This is an optimization exercise on Yosys and OpenROAD, whose aim is small area, a short achievable clock period and few clock cycles, not a production implementation.
Function was checked by simulation only, so behaviour that the tests miss may differ from the original.

## flow/constraint.sdc

```tcl
create_clock -name core_clock -period 6.0 [get_ports {clk}]
set_input_delay 1.2000 -clock core_clock [delete_from_list [all_inputs] [get_ports {clk}]]
set_output_delay 1.2000 -clock core_clock [all_outputs]
set_load 0.01 [all_outputs]
```

## flow/run.sh

```bash
#!/bin/bash
# synth_recipe.tcl (not shown) runs the flow's synth.tcl, then flattens the netlist and writes it again
# the make line also repeats each setting of config.mk as NAME=value (left out here)
make -C /OpenROAD-flow-scripts/flow DESIGN_CONFIG=/design/flow/config.mk WORK_HOME=/design/flow/orfs CLKGATE_MAP_FILE= SYNTH_SCRIPT=/design/flow/synth_recipe.tcl finish
```

## flow/config.mk

```make
export PLATFORM = sky130hd
export DESIGN_NAME = triangle
export DESIGN_NICKNAME = triangle
export VERILOG_FILES = /design/flow/design.v
export SDC_FILE = /design/flow/constraint.sdc
export NUM_CORES = 4
export LEC_CHECK = 0
export CAP_MARGIN = 20
export CORE_MARGIN = 2
export CORE_UTILIZATION = 40
export SLEW_MARGIN = 20
```

## flow/design.v

```verilog
module triangle (clk, reset, nt, xi, yi, busy, po, xo, yo);
   input clk, reset, nt;
   input [2:0] xi, yi;
   output reg busy, po;
   output reg[2:0] xo, yo;
reg [2:0] IMEMX [0:2];		 
reg [2:0] IMEMY [0:2];		 
reg [2:0] i_counter;
wire x2_direction;		 
reg [5:0] f_counter;		 
wire [2:0] x, y;		 
reg flag1, flag2, flag3;	
reg signed [3:0] x_diff_12, y_diff_12, x_diff_1, y_diff_1;
reg signed [7:0] m11, m12, m13;
reg signed [7:0] a1;
reg signed [3:0] x_diff_23, y_diff_23, x_diff_3, y_diff_3;
reg signed [7:0] m21, m22, m23;
reg signed [7:0] b1;
reg busy_flag;
integer i;
always @(posedge clk or posedge reset)begin
	if(reset)begin
		for(i=0; i<3; i=i+1)begin
			IMEMX[i] <= 'd0;
			IMEMY[i] <= 'd0;	
		end
	end
	else if(i_counter < 'd3)begin	 
		IMEMX[i_counter] <= xi;
		IMEMY[i_counter] <= yi;
	end
end
always @(posedge clk or posedge reset)begin
	if(reset)begin
		i_counter <= 'd0;
	end
	else if(nt)begin			 
		i_counter <= 'd1;
	end
	else if(f_counter == 'd63)begin		 
		i_counter <= 'd0;
	end
	else if(i_counter == 'd3)begin		 
		i_counter <= i_counter;
	end
	else begin				 
		i_counter <= i_counter + 'd1;
	end
end
assign x2_direction = (IMEMX[1] > IMEMX[0]) ? 'd1 : 'd0;
always @(posedge clk or posedge reset)begin
	if(reset)begin
		f_counter <= 'd63;		 
	end
	else if(nt)begin
		f_counter <= 'd0;		 
	end
	else if(i_counter == 'd3)begin		 
		if(f_counter == 'd63)begin	 
			f_counter <= f_counter;
		end
		else begin
			f_counter <= f_counter + 'd1;
		end
	end
end
assign x = f_counter[2:0];
assign y = f_counter[5:3];
always @(*)begin
	if(x2_direction)begin
		if(x >= IMEMX[0])begin
			flag1 = 'd1;
		end
		else begin
			flag1 = 'd0;
		end
	end
	else begin
		if(x <= IMEMX[0])begin
			flag1 = 'd1;
		end
		else begin
			flag1 = 'd0;
		end
	end
end
always @(*)begin
	x_diff_12 = $signed({1'd0, IMEMX[1]}) - $signed({1'd0, IMEMX[0]});
	y_diff_12 = $signed({1'd0, IMEMY[1]}) - $signed({1'd0, IMEMY[0]});
	x_diff_1 = $signed({1'd0, x}) - $signed({1'd0, IMEMX[0]});
	y_diff_1 = $signed({1'd0, y}) - $signed({1'd0, IMEMY[0]});
	m11 = x_diff_1*y_diff_12;
	m12 = y_diff_1*x_diff_12;
	a1 = m11 - m12;
end
always @(*)begin
	if(x2_direction)begin
		if(a1[7] == 'd0)begin
			flag2 = 'd0;
		end
		else begin
			flag2 = 'd1;
		end
	end
	else begin
		if(a1[7] == 'd0)begin
			flag2 = 'd1;
		end
		else begin
			flag2 = 'd0;
		end
	end
end
always @(*)begin
	x_diff_23 = $signed({1'd0, IMEMX[1]}) - $signed({1'd0, IMEMX[2]});
	y_diff_23 = $signed({1'd0, IMEMY[1]}) - $signed({1'd0, IMEMY[2]});
	x_diff_3 = $signed({1'd0, x}) - $signed({1'd0, IMEMX[2]});
	y_diff_3 = $signed({1'd0, y}) - $signed({1'd0, IMEMY[2]});
	m21 = x_diff_3*y_diff_23;
	m22 = y_diff_3*x_diff_23;
	m23 = y_diff_3*y_diff_23;
	b1 = m21 - m22;
end
always @(*)begin
	if(x2_direction)begin
		if(b1[7] == 'd0)begin
			flag3 = 'd1;
		end
		else begin
			flag3 = 'd0;
		end
	end
	else begin
		if(b1[7] == 'd0)begin
			flag3 = 'd0;
		end
		else begin
			flag3 = 'd1;
		end
	end
end
always @(posedge clk or posedge reset)begin
	if(reset)begin
		po <= 'd0;
	end
	else if(i_counter != 'd3)begin		 
		po <= 'd0;
	end
	else if(flag1 && (flag2 || (a1 == 'd0)) && (flag3 || (b1 == 'd0)))begin
		po <= 'd1;
	end
	else begin
		po <= 'd0;
	end
end
always @(posedge clk or posedge reset)begin
	if(reset)begin
		xo <= 'd0;
		yo <= 'd0;
	end
	else begin
		xo <= x;
		yo <= y;
	end
end
always @(posedge clk or posedge reset)begin
	if(reset)begin
		busy <= 'd0;
		busy_flag <= 'd0;
	end
	else if(nt || busy_flag)begin
		if(f_counter == 'd63 && busy_flag)begin
			busy <= 'd0;
			busy_flag <= 'd0;
		end
		else begin
			busy <= 'd1;
			busy_flag <= 'd1;
		end
	end
	else begin
		busy <= 'd0;
		busy_flag <= 'd0;
	end
end
endmodule
```

==> run summary <==
## state kept, by name (all words and copies together) (netlist names)
| signal | cells |
|---|---|
| f_counter | 6 |
| yo | 3 |
| busy_flag | 1 |
| po | 1 |
| IMEMX | 9 |
| xo | 3 |
| IMEMY | 9 |
| i_counter | 3 |
## synth_stat cells
cell type	count
sky130_fd_sc_hd__a211o_1	1
sky130_fd_sc_hd__a211oi_1	2
sky130_fd_sc_hd__a21o_1	16
sky130_fd_sc_hd__a21oi_1	13
sky130_fd_sc_hd__a31oi_1	2
sky130_fd_sc_hd__a41oi_1	1
sky130_fd_sc_hd__and2_1	7
sky130_fd_sc_hd__and3_1	1
sky130_fd_sc_hd__clkbuf_1	1
sky130_fd_sc_hd__clkbuf_2	1
sky130_fd_sc_hd__dfrtp_1	29
sky130_fd_sc_hd__dfstp_2	6
sky130_fd_sc_hd__fa_1	64
sky130_fd_sc_hd__ha_1	70
sky130_fd_sc_hd__inv_1	96
sky130_fd_sc_hd__inv_2	1
sky130_fd_sc_hd__mux2_2	18
sky130_fd_sc_hd__mux2i_1	2
sky130_fd_sc_hd__nand2_1	25
sky130_fd_sc_hd__nand2b_1	8
sky130_fd_sc_hd__nand3_1	4
sky130_fd_sc_hd__nand4_1	2
sky130_fd_sc_hd__nor2_1	27
sky130_fd_sc_hd__nor2_4	1
sky130_fd_sc_hd__nor2b_1	9
sky130_fd_sc_hd__nor3_1	2
sky130_fd_sc_hd__nor4_1	2
sky130_fd_sc_hd__o2111ai_1	1
sky130_fd_sc_hd__o21a_1	1
sky130_fd_sc_hd__o21ai_0	5
sky130_fd_sc_hd__o21bai_1	3
sky130_fd_sc_hd__o32ai_2	1
sky130_fd_sc_hd__or2_2	7
sky130_fd_sc_hd__or3_1	1
sky130_fd_sc_hd__xnor2_1	21
sky130_fd_sc_hd__xor2_1	16
## per-stage QoR
stage / worst slack, ns / cell area (µm²) / cells / utilization
after floorplan: 0.717 / 4740 / 467 / -
after global placement: 0.562 / 5080 / 625 / 0.443
after detailed placement: 0.405 / 5080 / 625 / 0.443
after CTS: 0.403 / 5220 / 633 / 0.455
after global routing: 0.0917 / 5220 / 633 / 0.455
final: 0.438 / 5220 / 633 / 0.455
## path summary, 6_finish.rpt
kind                            cells past startpoint            to         start
worst max-delay path                               18            po  f_counter[0]
worst min register to register                      0         xo[0]  f_counter[0]
max in group asynchronous                           3  f_counter[0]         reset
worst max register to register                     18            po  f_counter[0]
worst min-delay path                                0         xo[0]  f_counter[0]
min in group asynchronous                           3     busy_flag         reset
## final cells by class
cell class | count | area, µm² | share of cell area
clock buffer | 6 | 129 | 0.0247
clock inverter | 2 | 13.8 | 0.00264
inverter | 97 | 364 | 0.0698
multi-input combinational | 333 | 3480 | 0.667
sequential | 35 | 883 | 0.169
tap | 143 | 179 | 0.0343
timing repair buffer | 17 | 168 | 0.0321
## metal layers
layer  vias to the layer above  share of wire  GRT usage
met4                         0         0.0069     0.0244
met3                         7          0.045     0.0198
met1                      1552           0.46      0.229
li1                       1509              -          -
met2                        48           0.48      0.271
met5                         -              0          0
## kinds of logic after synthesis
logic type      count (synthesis)  synth area share
xor+xnor                       37            0.0684
buf+inv                        99            0.0787
simple gates                   96            0.0988
fa+ha+maj                     134             0.455
flops                          35             0.186
mux                            20            0.0470
compound gates                 46            0.0655
## worst register-to-register path, cell delays in order, from the launching register on
cell                      delay, ns
sky130_fd_sc_hd__dfstp_2       0.57
sky130_fd_sc_hd__inv_1         0.07
sky130_fd_sc_hd__ha_1          0.19
sky130_fd_sc_hd__inv_1         0.08
sky130_fd_sc_hd__fa_1          0.20
sky130_fd_sc_hd__fa_1          0.47
sky130_fd_sc_hd__or2_2         0.34
sky130_fd_sc_hd__fa_1          0.48
sky130_fd_sc_hd__inv_1         0.05
sky130_fd_sc_hd__fa_1          0.46
sky130_fd_sc_hd__fa_1          0.51
sky130_fd_sc_hd__fa_1          0.50
sky130_fd_sc_hd__ha_1          0.31
sky130_fd_sc_hd__ha_1          0.35
sky130_fd_sc_hd__a21oi_1       0.20
sky130_fd_sc_hd__o21ai_0       0.13
sky130_fd_sc_hd__xor2_1        0.16
sky130_fd_sc_hd__o21a_1        0.18
sky130_fd_sc_hd__o32ai_2       0.23
## placed cells by master (no fill, tap or decap), types with 2 or more instances in the layout
| master | netlist | layout |
|---|---|---|
| sky130_fd_sc_hd__o21ai_0 | 5 | 5 |
| sky130_fd_sc_hd__nand4_1 | 2 | 2 |
| sky130_fd_sc_hd__fa_1 | 64 | 64 |
| sky130_fd_sc_hd__nand3_1 | 4 | 4 |
| sky130_fd_sc_hd__dfrtp_1 | 29 | 29 |
| sky130_fd_sc_hd__nand2b_1 | 8 | 8 |
| sky130_fd_sc_hd__a21o_1 | 16 | 16 |
| sky130_fd_sc_hd__clkbuf_16 | 0 | 5 |
| sky130_fd_sc_hd__xor2_1 | 16 | 16 |
| sky130_fd_sc_hd__nor2_1 | 27 | 27 |
| sky130_fd_sc_hd__nor2b_1 | 9 | 9 |
| sky130_fd_sc_hd__dfstp_2 | 6 | 6 |
| sky130_fd_sc_hd__and2_1 | 7 | 7 |
| sky130_fd_sc_hd__nor3_1 | 2 | 2 |
| sky130_fd_sc_hd__a211oi_1 | 2 | 2 |
| sky130_fd_sc_hd__a31oi_1 | 2 | 2 |
| sky130_fd_sc_hd__nand2_1 | 25 | 25 |
| sky130_fd_sc_hd__or2_2 | 7 | 7 |
| sky130_fd_sc_hd__ha_1 | 70 | 70 |
| sky130_fd_sc_hd__nor4_1 | 2 | 2 |
| sky130_fd_sc_hd__xnor2_1 | 21 | 21 |
| sky130_fd_sc_hd__mux2_2 | 18 | 18 |
| sky130_fd_sc_hd__clkdlybuf4s50_1 | 0 | 16 |
| sky130_fd_sc_hd__a21oi_1 | 13 | 13 |
| sky130_fd_sc_hd__mux2i_1 | 2 | 2 |
| sky130_fd_sc_hd__inv_1 | 96 | 96 |
| sky130_fd_sc_hd__o21bai_1 | 3 | 3 |
==> parameters.txt <==
Parameter                              Value

Synthesis
  Synth unique cells ... 36
  Top post-synthesis cells by area ... sky130_fd_sc_hd__fa_1 (27%), sky130_fd_sc_hd__ha_1 (18%), sky130_fd_sc_hd__dfrtp_1 (15%)
  Fraction of the yosys area taken by sequential cells ... 0.186
  Number of flip-flops and latches in the synthesized netlist ... 35
  Number of instances in the synthesized netlist ... 467
  Syn. warnings ... 3
  Mapped cell area ... 0.00474 mm²
  Top-area cell type share of the netlist area ... 0.270
  Most area-hungry cell type in the Yosys netlist ... sky130_fd_sc_hd__fa_1
  Average cell area after synthesis ... 10.1 µm²
  Mapped Nets ... 610

Worst hold path
  Worst hold path type ... reg2reg

Drt
  Total number of vias ... 3,116
  Number of violations reported at the end of detailed-routing iteration 0 ... 142
  Remaining number of nets flagged by the antenna check after routing ... 0
  Router iterations before antenna repair ... 4
  Routed vias/inst ... 4.92
  Aggregate routed wire length ... 9390 µm
  Routed wire length per instance ... 14.8 µm
  Number of DRC violations after detailed routing ... 0

Clock tree
  Count of hold buffers inserted by post-cts repair ... 0
  H-tree depth reported by CTS ... 2
  CTS tree ... done
  Clock root buffer ... sky130_fd_sc_hd__clkbuf_16
  Total setup buffers inserted after CTS ... 0
  Clock buffers created by TritonCTS ... 5
  Maximum buffer depth of the clock tree ... 2
  Clock-pin slew on the worst setup and hold paths ... 0.06 ns
  Clock latency of the later-clocked register in the worst-skew pair ... 0.28 ns
  Post-cts repair resize count ... 0
  Clock tree sinks ... 35

Floorplanning
  Y dimension of the die ... 113 µm
  Die boundary width ... 113 µm
  Initial Util ... 0.413
  Num ports ... 17
  Placeable Area ... 0.0115 mm²
  Row cnt ... 39
  Total die area ... 0.0127 mm²

Timing
  Setup TNS ... 0 ns
  Clock skew ... 0.00694 ns
  Setup repair after global routing missed its margin ... no
  Relative slew slack ... 0.647
  Hold Violations, Final ... 0
  Least-Margin Pin Slew ... 0.529 ns
  Final worst hold slack ... 0.429 ns
  Slew Viols, Final ... 0
  Fin crit share ... 0.927
  Top achievable clock speed ... 180 MHz
  Final setup vio count ... 0
  Shortest period the worst path allows ... 5.56 ns

Worst setup path
  Kind of capture point of the worst setup path ... register
  Critical-path cell list ... inv_1, ha_1, inv_1, fa_1, fa_1, or2_2, fa_1, inv_1, fa_1, fa_1, fa_1, ha_1, ha_1, a21oi_1, o21ai_0, xor2_1, o21a_1, o32ai_2
  Kind of cell adding the most delay to the critical path ... adder cells
  Required arrival time at the worst endpoint ... 6.19 ns
  Category of the most critical setup path ... reg2reg
  Stage delay of the slowest cell on the critical path ... 0.57 ns
  Cell with the largest stage delay on the worst path ... sky130_fd_sc_hd__dfstp_2
  Most used cell along the critical path ... sky130_fd_sc_hd__fa_1
  WP buf/inv ... 3
  Setup slack of the most critical reg-to-reg path ... 0.44 ns
  Crit path arrival time ... 5.75 ns
  Worst setup SP type ... register
  Critical Path Fanout Max ... 5

Global route
  Pin count of the biggest net entering global routing ... 36
  Tot GR Track Use ... 0.161
  Via count of the first global-routing pass ... 3,337
  Antenna violations before repair ... 0
  Global-route wire length before repair ... 16,300 µm
  Residual overflow from global routing ... 0

Cells and area
  Filler Cells Inserted ... 1,089
  Fraction of final layout cells sized beyond drive strength 1 ... 0.0857
  Area Growth Syn to Fin ... 10.1%
  Net count, final ... 632
  Diode count ... 0

Job
  Maximum capacitance violations ... 0

Place
  Final estimated routing congestion in global placement ... 0.898
  Total half-perimeter wirelength after legalization and detailed placement ... 8240 µm
  Buffers added on ports ... 16

Status
  Status ... timing/DRC/antenna clean
Testbench counts, summed over its fixed seeds: cycles 32,160.

[afterwards: timing with drivers on the ports]
Ports are ideal in the flow. The routed layout listed here was re-timed in OpenROAD. Step 1: set_driving_cell puts a clkbuf_16 on clk and a buf_2 on each other input, an assumption about the parent block. Step 2 adds t to the input delays and takes it off the output delays; t is the mean of the earliest and latest rising clock arrival at the registers after step 1. Input paths then give back, and output paths get back, about the clock's delay inside the block. Slacks: no drivers / after step 1 / after step 2; pairs: no drivers / after step 1.
t (ns): 0.314
slack for setup (ns): 0.438 / 0.438 / 0.438
worst setup path at the end: register to register
slew at the worst register clock pin (ns): 0.06 / 0.06
worst data-port slew with drivers (ns): 0.03
After both steps setup and hold are still met in this run. The setup slack of this run moves by 0.000 ns with the drivers and by 0.000 ns with both steps.
